Context: an optimization exercise on an open-source flow, tuned for small area. The choices shown serve that exercise and are no tape-out recipe. The RTL was checked by simulation tests, not by an equivalence proof against the original design. No activity file was given, so power comes from the tool's default toggle rates.

### flow/run.sh
#!/bin/bash
# Standard ORFS layout, with a lighter clock tree (no dummy loads, chosen
# buffer and cluster size) and the smallest buffer on the ports.
set -uo pipefail
export CTS_ARGS="-sink_clustering_enable -repair_clock_nets -dont_use_dummy_load -buf_list sky130_fd_sc_hd__clkbuf_16 -sink_clustering_size 40 -sink_clustering_max_diameter 40"
export BUFFER_PORTS_ARGS="-buffer_cell sky130_fd_sc_hd__buf_1"
bash standard.sh > standard.log 2>&1
### standard.sh
#!/bin/bash
# synth_recipe.tcl (not shown) runs the flow's synth.tcl, then flattens the netlist and writes it again
# the make line also repeats each setting of config.mk as NAME=value (left out here)
make -C /OpenROAD-flow-scripts/flow DESIGN_CONFIG=/design/flow/config.mk WORK_HOME=/design/flow/orfs CLKGATE_MAP_FILE= SYNTH_SCRIPT=/design/flow/synth_recipe.tcl "${@:-finish}"
### config.mk
export PLATFORM = sky130hd
export DESIGN_NAME = i2c_top
export DESIGN_NICKNAME = i2c_top
export VERILOG_FILES = /design/flow/design.v
export SDC_FILE = /design/flow/constraint.sdc
export NUM_CORES = 4
export LEC_CHECK = 0
export ABC_AREA = 1
export CAP_MARGIN = 20
export CORE_MARGIN = 2
export CORE_UTILIZATION = 40
export PLACE_DENSITY = 0.8
export SLEW_MARGIN = 20
### constraint.sdc
create_clock -name core_clock -period 10.0 [get_ports {clk}]
set_input_delay 2.0000 -clock core_clock [delete_from_list [all_inputs] [get_ports {clk}]]
set_output_delay 2.0000 -clock core_clock [all_outputs]
set_load 0.01 [all_outputs]
### design.v
module i2c_master(clk, rst, newd, op, addr, dout, busy, done, sda, stretching, data_bit,
	sda_drv, scl_drv, pulse_o, sub0_o, sub1_o, bit_end_o, state_o, bit_count_o, add_o);
input clk,rst,op,newd;
input [6:0] addr;
output [7:0] dout;
input sda;
input stretching;
input data_bit;
output sda_drv;
output scl_drv;
output reg done;
output busy;
output [1:0] pulse_o;
output sub0_o, sub1_o, bit_end_o;
output [3:0] state_o;
output [3:0] bit_count_o;
output [7:0] add_o;
localparam IDLE = 4'd0, START = 4'd1, WRITE_ADD = 4'd2, ACK_1 = 4'd3, WRITE_DATA = 4'd4,
	ACK_2 = 4'd5, STOP = 4'd6, MASTER_NACK = 4'd7, READ_DATA = 4'd8;
reg [3:0] state;
localparam [6:0] SUB0 = 7'd1, SUB1 = 7'd2, SUB_END = 7'd93;
reg sda_t, scl_t, scl_en;
reg [1:0] pulse;
reg [6:0] sub;
wire sub_end = (sub == SUB_END);
wire bit_end = sub_end && (pulse == 2'd3);
always @(posedge clk) begin
	if(rst || state == IDLE) begin
		pulse <= 0;
		sub <= SUB0;
	end
	else if(sub_end) begin
		pulse <= pulse + 1'b1;
		sub <= SUB0;
	end
	else
		sub <= {sub[5:0], sub[6] ^ sub[5]};
end
reg [7:0] rx_data;
reg [7:0] add;
reg sda_en;
reg [3:0] bit_count;
always@(posedge clk)
	if(state == IDLE && newd) begin
		add <= {addr,op};
	end
always@(posedge clk) begin
	if(rst) begin
		state <= IDLE;
		bit_count <= 0;
		sda_t <= 0;
		scl_t <= 0;
		scl_en <= 1;
		done <= 0;
		sda_en <= 0;
		rx_data <= 0;
	end
	else
		case(state) 
			IDLE: begin
				done <= 0;
				if(newd)
					state <= START;
			end
			START: begin
				sda_en <= 1'b1;
				scl_t <= 1;
				sda_t <= ~pulse[1];
				if(bit_end) begin
					state <= WRITE_ADD;
					scl_t <= 0;
				end
			end 
			WRITE_ADD: begin
				if(~bit_count[3]) begin
					scl_t <= pulse[1];
					case(pulse) 
					0: sda_t <= 1'b0;
					1: sda_t <= add[~bit_count[2:0]];
					default: ;
					endcase
					if(bit_end) begin
						bit_count <= bit_count + 1;
						scl_t <= 0;
					end
				end
				else begin
					bit_count <= 0;
					state <= ACK_1;
					scl_t <= 0;
					sda_en <= 0;
				end
			end
			ACK_1: begin
				sda_en <= 0;
				case(pulse) 
					0: scl_en <= 0;
					1: begin 
						scl_en <= 1;
						sda_t<= 1'b0;
						scl_t <= 1'b0;
					end
					default: begin 
						scl_en <= 1;
						scl_t <= ~stretching;
					end
				endcase
				if(bit_end && !stretching) begin
					state <= add[0] ? READ_DATA : WRITE_DATA;
					sda_en <= ~add[0];
					scl_t <= 0;
					bit_count <= 0;
				end
			end
			WRITE_DATA: begin
				sda_en <= 1'b1;
				if(~bit_count[3]) begin
					scl_t <= pulse[1];
					case(pulse) 
						0: sda_t <= 1'b0;
						1: sda_t <= data_bit;
						default: ;
					endcase
					if(bit_end) begin
						bit_count <= bit_count + 1;
						scl_t <= 0;
					end
				end
				else begin
					state <= ACK_2;
					bit_count <= 0;
					sda_en <= 0;
				end
			end
			READ_DATA: begin
				sda_en <= 0;
				if(~bit_count[3]) begin
					scl_t <= pulse[1];
					if(pulse[1] == 1'b0) sda_t <= 1'b0;
					if(pulse == 2'd2 && sub == SUB0) rx_data <= {rx_data[6:0],sda};
					if(bit_end) begin
						bit_count <= bit_count + 1;
						scl_t <= 0;
					end
				end
				else begin
					state <= MASTER_NACK;
					bit_count <= 0;
					sda_en <= 1;
				end
			end
			ACK_2: begin
				sda_en <= 0;
				scl_t <= pulse[1];
				if(pulse != 2'd3) sda_t <= 1'b0;
				if(bit_end) begin
					scl_t <= 1;
					sda_t <= 0;
					state <= STOP;
					sda_en <= 1;
				end
			end
			MASTER_NACK: begin
				sda_en <= 1;
				scl_t <= pulse[1];
				sda_t <= 1'b1;
				if(bit_end) begin
					scl_t <= 1;
					sda_t <= 0;
					state <= STOP;
				end
			end
			STOP: begin
				scl_t <= 1;
				sda_t <= pulse[1];
				if(bit_end) begin
					state <= IDLE;
					done <= 1;
					sda_en <= 1;
					scl_t <= 0;
				end
			end
			default: ;
		endcase
end
assign sda_drv = ~sda_en | sda_t;
assign scl_drv = ~scl_en | scl_t;
assign dout = rx_data;
assign busy = (state != IDLE);
assign pulse_o = pulse;
assign sub0_o = (sub == SUB0);
assign sub1_o = (sub == SUB1);
assign bit_end_o = bit_end;
assign state_o = state;
assign bit_count_o = bit_count;
assign add_o = add;
endmodule
module i2c_Slave(clk, rst, stretch, newd, din, pulse, sub0, sub1, bit_end, mstate, bit_count, add,
	stretching, data_bit, sda_drv, scl_drv, ack_err);
input clk, rst, stretch, newd;
input [7:0] din;
output data_bit;
input [1:0] pulse;
input sub0, sub1, bit_end;
input [3:0] mstate;
input [3:0] bit_count;
input [7:0] add;
output reg stretching;
output sda_drv, scl_drv;
output reg ack_err;
localparam IDLE = 4'd0, START = 4'd1, WRITE_ADD = 4'd2, ACK_1 = 4'd3, WRITE_DATA = 4'd4,
	ACK_2 = 4'd5, STOP = 4'd6, MASTER_NACK = 4'd7, READ_DATA = 4'd8;
wire bit8 = bit_count[3];
wire s_read_addr   = (mstate == WRITE_ADD);
wire s_wait_p      = (mstate == START) && pulse[1] && !(pulse == 2'd2 && (sub0 || sub1));
wire s_wait_str    = (mstate == ACK_1) && stretching;
wire s_send_ack1   = (mstate == ACK_1) && !stretching;
wire s_send_data   = (mstate == READ_DATA);
wire s_read_data   = (mstate == WRITE_DATA);
wire s_send_ack2   = (mstate == ACK_2);
wire s_master_ack  = (mstate == MASTER_NACK);
wire s_detect_stop = (mstate == STOP);
wire s_idle = !(s_wait_p | s_read_addr | (mstate == ACK_1) | s_send_data | s_read_data |
	s_send_ack2 | s_master_ack | s_detect_stop);
reg [6:0] pos;
reg scrub;
reg [127:0] ring [0:7];
wire hit = (pos == add[7:1]);
wire wr = hit && s_send_ack2;
wire [7:0] init = {1'b0, pos};
integer b;
always@(posedge clk) begin
	if(rst) begin
		pos <= 0;
		scrub <= 1;
	end
	else begin
		pos <= {pos[5:0], pos[6] ^ pos[5] ^ (pos[5:0] == 6'd0)};
		if(pos == 7'd64) scrub <= 0;
	end
	for(b = 0; b < 8; b = b + 1)
		ring[b] <= {scrub ? init[b] : wr ? data[b] : ring[b][0], ring[b][127:1]};
end
reg [7:0] data;
always@(posedge clk)
	if(mstate == IDLE) begin
		if(newd)
			data <= din;
	end
	else if(hit && add[0])
		for(b = 0; b < 8; b = b + 1)
			data[b] <= ring[b][0];
assign data_bit = data[~bit_count[2:0]];
always@(posedge clk)
	if((s_read_addr && bit8) || (s_wait_str && bit_end))
		stretching <= stretch;
reg sda_en, sda_t;
always@(posedge clk) begin
	if(rst) begin
		ack_err <= 0;
		sda_en <= 0;
		sda_t <= 0;
	end
	else begin
		if(s_idle)
			sda_en <= 0;
		if(s_read_addr) begin
			sda_en <= 0;
			if(bit8 && !stretch)
				sda_en <= 1;
		end
		if(s_wait_str) begin
			if(bit_end && !stretch)
				sda_en <= 1;
		end
		if(s_send_ack1) begin
			sda_en <= 1;
			if(pulse == 2'd0)
				sda_t <= 0;
		end
		if(s_send_data) begin
			sda_en <= ~bit8;
			if(~bit8 && pulse == 2'd1 && sub0) sda_t <= data_bit;
		end
		if(s_read_data)
			sda_en <= bit8;
		if(s_send_ack2) begin
			sda_en <= ~bit_end;
			if(pulse == 2'd0) sda_t <= 0;
		end
		if(s_master_ack) begin
			if(bit_end) begin
				sda_en <= 0;
				ack_err <= 1;
			end
		end
		if(s_detect_stop)
			sda_en <= 0;
	end
end
assign sda_drv = ~sda_en | sda_t;
assign scl_drv = ~s_wait_str;
endmodule
`timescale 1ns / 1ps
module i2c_top(
input clk, rst, newd, op, stretch,
input [6:0] addr,
input [7:0] din,
output [7:0] dout,
output busy,ack_err,
output done,
output sda, scl
);
wire [1:0] pulse;
wire sub0, sub1, bit_end;
wire [3:0] state;
wire [3:0] bit_count;
wire [7:0] add;
wire data_bit;
wire stretching;
wire sda_m, scl_m, sda_s, scl_s;
i2c_master master (.clk(clk), .rst(rst), .newd(newd), .op(op), .addr(addr), .data_bit(data_bit),
	.dout(dout), .busy(busy), .done(done), .sda(sda), .stretching(stretching),
	.sda_drv(sda_m), .scl_drv(scl_m), .pulse_o(pulse), .sub0_o(sub0), .sub1_o(sub1), .bit_end_o(bit_end), .state_o(state),
	.bit_count_o(bit_count), .add_o(add));
i2c_Slave slave (.clk(clk), .rst(rst), .stretch(stretch), .newd(newd), .din(din), .pulse(pulse), .sub0(sub0), .sub1(sub1), .bit_end(bit_end),
	.mstate(state), .bit_count(bit_count), .add(add), .data_bit(data_bit),
	.stretching(stretching), .sda_drv(sda_s), .scl_drv(scl_s), .ack_err(ack_err));
assign sda = sda_m & sda_s;
assign scl = scl_m & scl_s;
endmodule
==> results of run 1 <==
sequential cells by signal (all words and copies together) (netlist names):
register / count
master.sub: 7
master.sda_t: 1
slave.pos: 7
slave.ack_err: 1
master.pulse: 2
master.state: 4
slave.sda_t: 1
master.add: 8
slave.scrub: 1
slave.data: 8
master.sda_en: 1
slave.sda_en: 1
master.bit_count: 4
master.scl_t: 1
slave.stretching: 1
master.scl_en: 1
slave.ring: 1024
master.rx_data: 8
master.done: 1
critical path, stage by stage, from the launching register on:
cell and delay, ns:
dfxtp_1 0.37, nor2_1 0.32, nand2_2 0.21, o21ai_0 0.32
inv_1 0.09, buf_1 0.14
logic make-up (layout without fill, tap and decap cells):
| family | after synthesis | in the layout | synth area share |
|---|---|---|---|
| flip-flops | 1082 | 1082 | 0.925 |
| AND/OR/NAND/NOR | 229 | 229 | 0.0412 |
| AO/OA/AOI/OAI | 76 | 76 | 0.0173 |
| buffers and inverters | 67 | 179 | 0.0108 |
| XOR/XNOR | 7 | 7 | 0.00260 |
| adder cells (fa/ha/maj) | 5 | 5 | 0.00265 |
| other | 0 | 1 | 0 |
how the worst max path moves through the flow:
stage	start	to
6_report	master.state[3]	scl
5_1_grt	master.state[3]	scl
3_5_place_dp	rst	master.done
3_3_place_gp	rst	master.done
4_1_cts	master.state[3]	scl
2_1_floorplan	newd	slave.data[0]
cell usage after synthesis (all sizes together), types with 4 or more instances:
| cell | instances | area (um^2) |
|---|---|---|
| dfxtp | 1065 | 21300 |
| nand2 | 120 | 455 |
| nor2 | 64 | 270 |
| inv | 60 | 225 |
| o21ai | 44 | 224 |
| nand3 | 34 | 185 |
| a21oi | 23 | 115 |
| edfxtp | 17 | 510 |
| nor3 | 6 | 30.0 |
| clkbuf | 5 | 18.8 |
| ha | 5 | 62.6 |
| xor2 | 5 | 43.8 |
| nand4 | 4 | 25.0 |
per-layer routing:
layer / up-vias / GRT usage
met3: 81 / 0.0277
met1: 4451 / 0.147
met5: - / 0
met4: 0 / 0.0470
met2: 147 / 0.173
li1: 4748 / -
where the power goes:
| part | internal [mW] | switching [mW] | leakage (nW) |
|---|---|---|---|
| Sequential | 4.43 | 0.0457 | 8.77 |
| Combinational | 0.0811 | 0.202 | 0.881 |
| Clock | 1.51 | 1.31 | 1.06 |
per-stage QoR:
stage / std cells / worst slack [ns]
2_1_floorplan: 1466 / 6.97
3_3_place_gp: 2265 / 6.53
3_5_place_dp: 2265 / 6.48
4_1_cts: 2351 / 5.90
5_1_grt: 2351 / 5.83
6_report: 2352 / 5.96
area by class of cell:
class / instances / area share
clock buffer: 86 / 0.0803
tap: 773 / 0.0361
antenna: 1 / 0.0000934
multi-input combinational: 317 / 0.0561
inverter: 61 / 0.00854
timing repair buffer: 32 / 0.00448
sequential: 1082 / 0.814
==> out/qor.txt, run 1 <==
status: complete, no violations
area of the multi-input gates: 1500 um^2
Slew @ Worst Pin: 0.678 ns
register bit total from synthesis: 1082
Root Buffer: clkbuf_16
vias per cell: 4.01
Core Region: 58700 um^2
Top FF cell, synth: dfxtp_1
power density cells: 282 nW/um^2
final worst-path cycle share: 0.404
# Max-Cap Violations: 0
FF/Latch Area: 21800 um^2
clock edge transition at the registers on the reported setup and hold paths: 0.09 ns
sequential share of the synthesized area: 0.925
hold buffers post-CTS: 0
syn nets: 1491
leakage: 10.7 nW
Pwr Total: 7.57 mW
HP Class: flip-flop to flip-flop
Initial DRC Count: 622
distinct cell type count after synthesis: 31
Fmax: 0.247 GHz
WP data required: 8.00 ns
Syn. warnings: 3
most frequent cells in the layout: dfxtp_1 (1065), nand2_1 (118), clkbuf_16 (86)
layout cells sized above 1: 0.0703
Clock Latency Late Sink: 0.60 ns
post-route cell area: 26800 um^2
Cells after Synth: 1466
CTS buffer count: 86
metal3 WL: 1210 um
I/O pin cnt: 33
WP data arrival: 2.04 ns
Worst Hold Endpoint: slave.ring[7][120]
Max clock buf depth: 3
R2R setup slack: 7.56 ns
All-Layer GR Usage: 0.111
Cell Area, Placed: 24700 um^2
Startpoint Class: flip-flop
Worst VDD drop: 0.134 mV
Nets: 1605
residual DRC count: 0
number of setup violations in the final report: 0
Fillers: 4800
height of the die: 247 um
Hold Crit Start: slave.ring[7][121]
met2 wire len: 14600 um
Crit Path Category: flip-flop to output pin
post-CTS setup buffers: 0
CTS sink count: 1082
DP HPWL: 17400 um
final hold violations: 0
DR pass1 iterations: 5
number of synthesized flops with an enable pin: 17
chip width: 247 um
skew final: 0.0956 ns
area grow syn2layout: 13.6%
worst r2r path cells: 4
hold depth: 0
routed len/inst: 13.7 um
Final Core Density: 0.457
RSZ-0062 raised after global routing: false
via count: 9427
CP max FO: 10
vias in the first global route: 9791
r2r startpoint: master.state[3]
commonest non-fill, non-tap cell in the layout: dfxtp_1
setup TNS: 0 ns
first-pass GRT wire length: 52700 um
largest net degree at the start of global routing: 27
initial antenna violation count: 2
endpoint type of the worst setup path: output pin
final hold slack: 0.246 ns
row count: 89
Synth async-reset ratio: 0
global route total overflow: 0
Top Layer Used: met4
H-tree Lvls: 3
post-synth design cell area: 23600 um^2
syn_area_per_cell: 16.1 um^2
Slew Viols, Final: 0
Final ANT Viol Nets: 0
FF-to-FF End: slave.data[3]
RD Place Congestion: 0.756
initial core utilization: 0.402
Slew Limit Headroom: 0.548
CTS tree: done
die area: 60900 um^2
post-route minimum period: 4.04 ns
drt total wl: 32100 um
WL met1: 15300 um
post-CTS sizing: 0
Port-buffer cells: 32
==> inputs of run 2 (changes only) <==
==> flow/run.sh (replaced) <==
#!/bin/bash
# The standard ORFS layout with three changes:
#  - synthesis maps logic with an area-oriented ABC script (flow/area.abc);
#  - a lighter clock tree: small buffers, no dummy loads;
#  - the smallest buffer on the ports.
set -uo pipefail
HERE=$(pwd)
export AREA_ABC_SCRIPT=$HERE/flow/area.abc
export CTS_ARGS="-sink_clustering_enable -repair_clock_nets -dont_use_dummy_load -buf_list sky130_fd_sc_hd__clkbuf_4 -sink_clustering_size 12 -sink_clustering_max_diameter 40"
export BUFFER_PORTS_ARGS="-buffer_cell sky130_fd_sc_hd__buf_1"
cat flow/synth_abc.tcl synth_recipe.tcl > area_synth.tcl
sed "s#SYNTH_SCRIPT=[^ ]*#SYNTH_SCRIPT=$HERE/area_synth.tcl#" standard.sh > area_standard.sh
bash area_standard.sh > standard.log 2>&1
==> flow/area.abc (new file) <==
strash
&get -n
&deepsyn -T 60
&put
dch -f
amap
topo
==> flow/synth_abc.tcl (new file) <==
# Run ORFS's abc step with an area-oriented script (flow/area.abc) in place
# of ORFS's own; everything else in the standard flow's synthesis stays as it is.
proc abc {args} {
  set i [lsearch -exact $args -script]
  if { $i >= 0 } { set args [lreplace $args $i [expr {$i + 1}] -script $::env(AREA_ABC_SCRIPT)] }
  yosys abc {*}$args
}
--- a/config.mk
+++ b/config.mk
@@ -11,3 +11,2 @@
 export CORE_UTILIZATION = 40
-export PLACE_DENSITY = 0.8
 export SLEW_MARGIN = 20
==> run 2 against run 1 <==
Net effect: still clean on timing, DRC and antenna; core utilization down 2.0 points; total power down 19%; non-clock buffer count grew 2; first-iteration DRC count is 48% lower; via count down 3.8%; count of clock-buffer cells in the layout rose by 21; worst setup slack lost 0.82 ns; global-route usage down 1.2 points; die area down 1.6%; sequential share of layout area increased by 5.4 points; largest power group unchanged.
==> out/qor.txt, run 2 <==
status: complete, no violations (unchanged)
height of the die: 245 um (was 247 um)
number of flip-flops in the largest register: 1024 (unchanged)
HP Class: flip-flop to flip-flop (unchanged)
DP HPWL: 15600 um (was 17400 um)
critical path launch point: master.state[0] (was master.state[3])
Startpoint Class: flip-flop (unchanged)
Synth Area in Simple Gates: 0.0217 (was 0.0412)
Synth top cells by count: dfxtp_1 (1065), nor2_1 (70), clkinv_1 (62) (was dfxtp_1 (1065), nand2_1 (118), nor2_1 (56))
endpoint type of the worst setup path: output pin (unchanged)
RSZ-0062 raised after global routing: false (unchanged)
XOR/XNOR Fraction of Synth Area: 0 (was 0.00260)
DR pass1 iterations: 4 (was 5)
post-CTS setup buffers: 0 (unchanged)
power density cells: 243 nW/um^2 (was 282 nW/um^2)
layout cells sized above 1: 0.0729 (was 0.0703)
Max clock buf depth: 3 (unchanged)
clock edge transition at the registers on the reported setup and hold paths: 0.11 ns (was 0.09 ns)
CTS sink count: 1082 (unchanged)
Nets: 1522 (was 1605)
sequential share of the synthesized area: 0.940 (was 0.925)
Clock Latency Late Sink: 0.85 ns (was 0.60 ns)
top-count cell post-synth: dfxtp_1 (unchanged)
combinational fraction of design power: 0.007 (was 0.037)
skew final: 0.0627 ns (was 0.0956 ns)
leakage: 9.80 nW (was 10.7 nW)
largest net degree at the start of global routing: 17 (was 27)
setup TNS: 0 ns (unchanged)
row count: 88 (was 89)
Synth area leaders: dfxtp_1 (92%), edfxtp_1 (2.2%), nor2_1 (1.1%) (was dfxtp_1 (90%), edfxtp_1 (2.2%), nand2_1 (1.9%))
Final Core Density: 0.436 (was 0.457)
number of synthesized flops with an enable pin: 17 (unchanged)
Synth Area in Compound Gates: 0.0253 (was 0.0173)
Synth area leader: dfxtp_1 (unchanged)
first-pass GRT wire length: 47700 um (was 52700 um)
syn_area_per_cell: 17.1 um^2 (was 16.1 um^2)
CTS tree: done (unchanged)
H-tree Lvls: 3 (unchanged)
worst r2r path cells: 11 (was 4)
combinational family with the most area after synthesis: compound AO/OA/AOI/OAI gates (was simple AND/OR/NAND/NOR gates)
Root Buffer: clkbuf_4 (was clkbuf_16)
hold buffers post-CTS: 0 (unchanged)
residual DRC count: 0 (unchanged)
clock power share: 0.269 (was 0.372)
initial antenna violation count: 8 (was 2)
post-synthesis mux area share: 0 (unchanged)
# Max-Cap Violations: 0 (unchanged)
final worst-path cycle share: 0.486 (was 0.404)
Cells after Synth: 1354 (was 1466)
post-synth design cell area: 23200 um^2 (was 23600 um^2)
CP max FO: 7 (was 10)
RD Place Congestion: 0.802 (was 0.756)
post-route minimum period: 4.86 ns (was 4.04 ns)
I/O pin cnt: 33 (unchanged)
via count: 9067 (was 9427)
All-Layer GR Usage: 0.0994 (was 0.111)
vias in the first global route: 9268 (was 9791)
Slew Viols, Final: 0 (unchanged)
final hold violations: 0 (unchanged)
Initial DRC Count: 321 (was 622)
crit path to: scl (unchanged)
post-CTS sizing: 0 (unchanged)
Adder-Cell Fraction of Synth Area: 0.00269 (was 0.00265)
r2r startpoint: master.state[2] (was master.state[3])
number of setup violations in the final report: 0 (unchanged)
switching share of total power: 0.197 (was 0.205)
Hold Crit Start: slave.ring[7][75] (was slave.ring[7][121])
Int Pwr: 4.91 mW (was 6.02 mW)
FF-to-FF End: master.sda_t (was slave.data[3])
drt total wl: 28200 um (was 32100 um)
R2R setup slack: 6.98 ns (was 7.56 ns)
commonest non-fill, non-tap cell in the layout: dfxtp_1 (unchanged)
switching power: 1.21 mW (was 1.55 mW)
Seq pwr share: 0.724 (was 0.591)
distinct cell type count after synthesis: 33 (was 31)
Slew @ Worst Pin: 0.813 ns (was 0.678 ns)
routed len/inst: 12.5 um (was 13.7 um)
Syn. warnings: 3 (unchanged)
Fmax: 0.206 GHz (was 0.247 GHz)
syn nets: 1379 (was 1491)
Top FF cell, synth: dfxtp_1 (unchanged)
global route total overflow: 0 (unchanged)
die area: 60000 um^2 (was 60900 um^2)
Final ANT Viol Nets: 0 (unchanged)
vias per cell: 4.00 (was 4.01)
Yosys top cell area share: 0.918 (was 0.904)
area grow syn2layout: 8.22% (was 13.6%)
Fillers: 5066 (was 4800)
initial core utilization: 0.403 (was 0.402)
largest reg by FF count: slave.ring (unchanged)
Slew Limit Headroom: 0.452 (was 0.548)
Worst VDD drop: 0.0989 mV (was 0.134 mV)
WP data required: 8.00 ns (about the same)
Core Region: 57600 um^2 (was 58700 um^2)
Crit Path Category: flip-flop to output pin (unchanged)
Port-buffer cells: 32 (unchanged)
Synth async-reset ratio: 0 (unchanged)
CTS buffer count: 107 (was 86)
WP data arrival: 2.86 ns (was 2.04 ns)
most frequent cells in the layout: dfxtp_1 (1065), clkbuf_4 (107), nor2_1 (70) (was dfxtp_1 (1065), nand2_1 (118), clkbuf_16 (86))
chip width: 245 um (was 247 um)
register bit total from synthesis: 1082 (unchanged)
-- run 2: cell types whose count changed after synthesis, moves of 9 or more --
cell | previous run | this run
inv_1 | 51 | 0
inv_2 | 9 | 0
o22ai_1 | 1 | 19
o21ai_1 | 17 | 0
nor2_1 | 56 | 70
nand2_1 | 118 | 17
clkinv_1 | 1 | 62
o21ai_0 | 26 | 9
nand3_1 | 31 | 6
-- run 2: kinds of logic (layout without fill, tap and decap cells) --
logic type / after synthesis / after routing
flops: 1082 / 1082
simple gates: 118 / 118
compound gates: 87 / 87
buf+inv: 62 / 203
fa+ha+maj: 5 / 5
other cells: 0 / 5
-- run 2: stage by stage --
step	cell area [um^2]	instances	worst slack, ns	hold WS (ns)	power (mW)
floorplan	23200	1354	6.46	0.310	4.54
global placement	24300	2153	6.09	0.311	4.56
detailed placement	24300	2153	6.05	0.312	4.56
CTS	25100	2260	5.09	0.262	6.22
global route	25100	2263	4.89	0.259	6.39
finish	25100	2265	5.14	0.268	6.11
-- run 2: power by group through the flow --
stage	Combinational [mW]	Sequential [mW]	Clock, mW
2_1_floorplan	0.0258	4.51	0
3_3_place_gp	0.0420	4.52	0
3_5_place_dp	0.0424	4.52	0
4_1_cts	0.0427	4.43	1.75
5_1_grt	0.0472	4.44	1.91
6_report	0.0418	4.42	1.65
-- run 2: critical path, cell delays in order (launching register included) --
cell and delay (ns):
dfxtp_1 0.49, clkinv_1 0.28, nor2_1 0.29, clkinv_1 0.19, nor2_1 0.25, clkinv_1 0.15, nor2_1 0.19, a21oi_1 0.08
buf_1 0.13
-- run 2: worst min path at each step --
stage / cells after the start / to / slack (ns)
after floorplan: 0 / slave.ring[0][0] / 0.31
after global placement: 0 / slave.ring[4][34] / 0.31
after detailed placement: 0 / slave.ring[0][18] / 0.31
after CTS: 0 / slave.ring[3][23] / 0.26
after global routing: 0 / slave.ring[7][74] / 0.26
final: 0 / slave.ring[7][74] / 0.27
-- run 2: layout make-up --
| class | instances | area (um^2) | area share |
|---|---|---|---|
| Sequential cell | 1082 | 21800 | 0.869 |
| Multi-Input combinational cell | 210 | 1150 | 0.0460 |
| Tap cell | 765 | 957 | 0.0381 |
| Clock buffer | 107 | 803 | 0.0320 |
| Inverter | 62 | 233 | 0.00926 |
| Timing Repair Buffer | 34 | 135 | 0.00538 |
| Antenna cell | 5 | 12.5 | 0.000498 |
-- run 2: layer usage --
layer	part of all wire	track usage	up-vias
met3	0.068	0.0413	107
met4	0.039	0.0508	8
li1	-	-	4567
met1	0.52	0.142	4213
met2	0.37	0.127	172
met5	0.0018	0	-
==> inputs of run 3 (changes only) <==
==> flow/area.abc (replaced) <==
strash
dch -f
amap
topo
==> run 3 against run 2 <==
Net effect: synthesized cell count about the same; global-route usage decreased by 0.11 points; total power increased by 4.5%; via count increased by 1.7%; register-to-register slack got worse by 0.51 ns; final cell count about the same; sequential share of layout area decreased by 0.41 points; non-clock buffer count unchanged; largest power group unchanged.
==> out/qor.txt, run 3 <==
final hold violations: 0 (unchanged)
# Max-Cap Violations: 0 (unchanged)
sequential share of the synthesized area: 0.936 (was 0.940)
WP data required: 8.00 ns (about the same)
top-count cell post-synth: dfxtp_1 (unchanged)
Root Buffer: clkbuf_4 (unchanged)
Synth top cells by count: dfxtp_1 (1065), nor2_1 (74), clkinv_1 (45) (was dfxtp_1 (1065), nor2_1 (70), clkinv_1 (62))
Final ANT Viol Nets: 0 (unchanged)
chip width: 245 um (about the same)
setup TNS: 0 ns (unchanged)
Synth async-reset ratio: 0 (unchanged)
Nets: 1524 (was 1522)
H-tree Lvls: 3 (unchanged)
distinct cell type count after synthesis: 36 (was 33)
syn_area_per_cell: 17.2 um^2 (was 17.1 um^2)
Top FF cell, synth: dfxtp_1 (unchanged)
layout cells sized above 1: 0.0741 (was 0.0729)
most frequent cells in the layout: dfxtp_1 (1065), clkbuf_4 (108), nor2_1 (74) (was dfxtp_1 (1065), clkbuf_4 (107), nor2_1 (70))
Yosys top cell area share: 0.914 (was 0.918)
critical path launch point: master.state[1] (was master.state[0])
initial antenna violation count: 2 (was 8)
post-synth design cell area: 23300 um^2 (was 23200 um^2)
row count: 88 (unchanged)
Slew @ Worst Pin: 1.02 ns (was 0.813 ns)
register bit total from synthesis: 1082 (unchanged)
endpoint type of the worst setup path: output pin (unchanged)
via count: 9222 (was 9067)
height of the die: 245 um (about the same)
power density cells: 253 nW/um^2 (was 243 nW/um^2)
post-route minimum period: 4.84 ns (was 4.86 ns)
Cells after Synth: 1355 (was 1354)
die area: 60300 um^2 (was 60000 um^2)
All-Layer GR Usage: 0.0984 (was 0.0994)
Port-buffer cells: 32 (unchanged)
I/O pin cnt: 33 (unchanged)
clock edge transition at the registers on the reported setup and hold paths: 0.11 ns (about the same)
Placed Cells: 2154 (was 2153)
global route total overflow: 0 (unchanged)
R2R setup slack: 6.47 ns (was 6.98 ns)
r2r startpoint: master.sub[5] (was master.state[2])
RD Place Congestion: 0.768 (was 0.802)
Max clock buf depth: 3 (unchanged)
first-pass GRT wire length: 47800 um (was 47700 um)
Startpoint Class: flip-flop (unchanged)
post-CTS sizing: 0 (unchanged)
number of synthesized flops with an enable pin: 17 (unchanged)
Clock Latency Late Sink: 0.84 ns (was 0.85 ns)
status: complete, no violations (unchanged)
number of flip-flops in the largest register: 1024 (unchanged)
FF/Latch Area: 21800 um^2 (unchanged)
vias per cell: 4.07 (was 4.00)
Syn. warnings: 3 (unchanged)
Crit Path Category: flip-flop to output pin (unchanged)
largest reg by FF count: slave.ring (unchanged)
drt total wl: 28000 um (was 28200 um)
Fmax: 0.206 GHz (about the same)
Core Region: 57700 um^2 (was 57600 um^2)
CTS sink count: 1082 (unchanged)
area of the multi-input gates: 1330 um^2 (was 1150 um^2)
worst r2r path cells: 14 (was 11)
skew final: 0.0775 ns (was 0.0627 ns)
largest net degree at the start of global routing: 23 (was 17)
Synth area leader: dfxtp_1 (unchanged)
Initial DRC Count: 363 (was 321)
Slew Limit Headroom: 0.319 (was 0.452)
Worst VDD drop: 0.118 mV (was 0.0989 mV)
vias in the first global route: 9423 (was 9268)
commonest non-fill, non-tap cell in the layout: dfxtp_1 (unchanged)
WP data arrival: 2.84 ns (was 2.86 ns)
Layout Cells excl Fill: 2266 (was 2265)
Hold Crit Start: slave.ring[6][54] (was slave.ring[7][75])
routed len/inst: 12.3 um (was 12.5 um)
RSZ-0062 raised after global routing: false (unchanged)
Fillers: 5186 (was 5066)
Slew Viols, Final: 0 (unchanged)
initial core utilization: 0.404 (was 0.403)
residual DRC count: 0 (unchanged)
hold buffers post-CTS: 0 (unchanged)
DP HPWL: 15300 um (was 15600 um)
CTS buffer count: 108 (was 107)
leakage: 9.83 nW (was 9.80 nW)
final worst-path cycle share: 0.484 (was 0.486)
CTS tree: done (unchanged)
FF-to-FF End: master.state[1] (was master.sda_t)
Final Core Density: 0.438 (was 0.436)
Pwr Total: 6.39 mW (was 6.11 mW)
hold depth: 0 (unchanged)
number of setup violations in the final report: 0 (unchanged)
Synth area leaders: dfxtp_1 (91%), edfxtp_1 (2.2%), nor2_1 (1.2%) (was dfxtp_1 (92%), edfxtp_1 (2.2%), nor2_1 (1.1%))
syn nets: 1380 (was 1379)
Worst Hold Endpoint: slave.ring[6][53] (was slave.ring[7][74])
HP Class: flip-flop to flip-flop (unchanged)
DR pass1 iterations: 4 (unchanged)
CP max FO: 13 (was 7)
area grow syn2layout: 8.23% (was 8.22%)
post-CTS setup buffers: 0 (unchanged)
## run 3: worst max path at each step
stage	endpoint	slack [ns]	depth (start not counted)
final	busy	5.16	7
after global routing	busy	4.71	7
after floorplan	busy	6.50	6
after global placement	busy	6.00	7
after detailed placement	busy	5.94	7
after CTS	busy	5.00	7
## run 3: layout make-up
cell class                 instances  area share
antenna                            4    0.000396
clock buffer                     108      0.0321
inverter                          45     0.00669
multi-input combinational        228      0.0528
sequential                      1082       0.865
tap                              765      0.0379
timing repair buffer              34     0.00535
## run 3: logic make-up (layout without fill, tap and decap cells)
family                     after synthesis  count (layout)  share of synthesized area
and+or+nand+nor                        127             127                     0.0229
DFF                                   1082            1082                      0.936
AOI/OAI and AO/OA                       96              96                     0.0313
adders and majority gates                5               5                    0.00268
other                                    0               4                          0
buffers and inverters                   45             187                    0.00724
## run 3: power breakdown
| part | switching (mW) | internal (mW) | total [mW] | leakage [nW] |
|---|---|---|---|---|
| clock network | 1.14 | 0.496 | 1.63 | 0.497 |
| logic | 0.182 | 0.0897 | 0.272 | 0.561 |
| registers | 0.0456 | 4.43 | 4.48 | 8.78 |
## run 3: routing by layer
layer	part of all wire	wire length [um]	global-route usage
met5	0	0	0
met2	0.39	10800	0.129
met3	0.048	1350	0.0324
met4	0.038	1070	0.0542
met1	0.53	14700	0.141
## run 3: per-stage QoR
stage               setup slack [ns]  hold slack [ns]  cell area [um^2]
finish                          5.16            0.281             25200
global route                    4.71            0.283             25200
CTS                             5.00            0.273             25200
detailed placement              5.94            0.312             24400
global placement                6.00            0.311             24400
floorplan                       6.50            0.310             23300
## run 3: critical path: stages, from the launching register on
cell and delay (ns):
dfxtp_1 0.34, clkinv_1 0.12, nand2_1 0.08, nor2_1 0.13, clkinv_1 0.10, nor2_1 0.55, clkinv_1 0.50, buf_1 0.24

## separate check: timing with driven ports
Ports are ideal in the flow. The routed layouts listed here were re-timed in OpenROAD.
Step 1, drivers: a clkbuf_16 drives clk and a buf_2 each remaining input, both assumed.
Step 2 moves the port delays by t, midway between the first and last clock arrival at a register: inputs arrive t later, outputs are due t later. That takes back most of the time a late clock gives input paths.
Three values: ideal, step 1, step 2; two values: the first two.
run | t, ns | setup slack, ns | hold WS [ns] | worst register clock-pin slew, ns | worst data-port slew with drivers (ns)
run 1 | 0.619 | 5.958 / 5.905 / 6.431 | 0.246 / 0.246 / 0.246 | 0.09 / 0.09 | 0.06
run 2 | 0.848 | 5.139 / 5.092 / 5.939 | 0.268 / 0.268 / 0.268 | 0.12 / 0.12 | 0.13
run 3 | 0.850 | 5.156 / 5.105 / 5.955 | 0.281 / 0.281 / 0.281 | 0.12 / 0.12 | 0.06
After both steps every run listed still meets setup and hold.
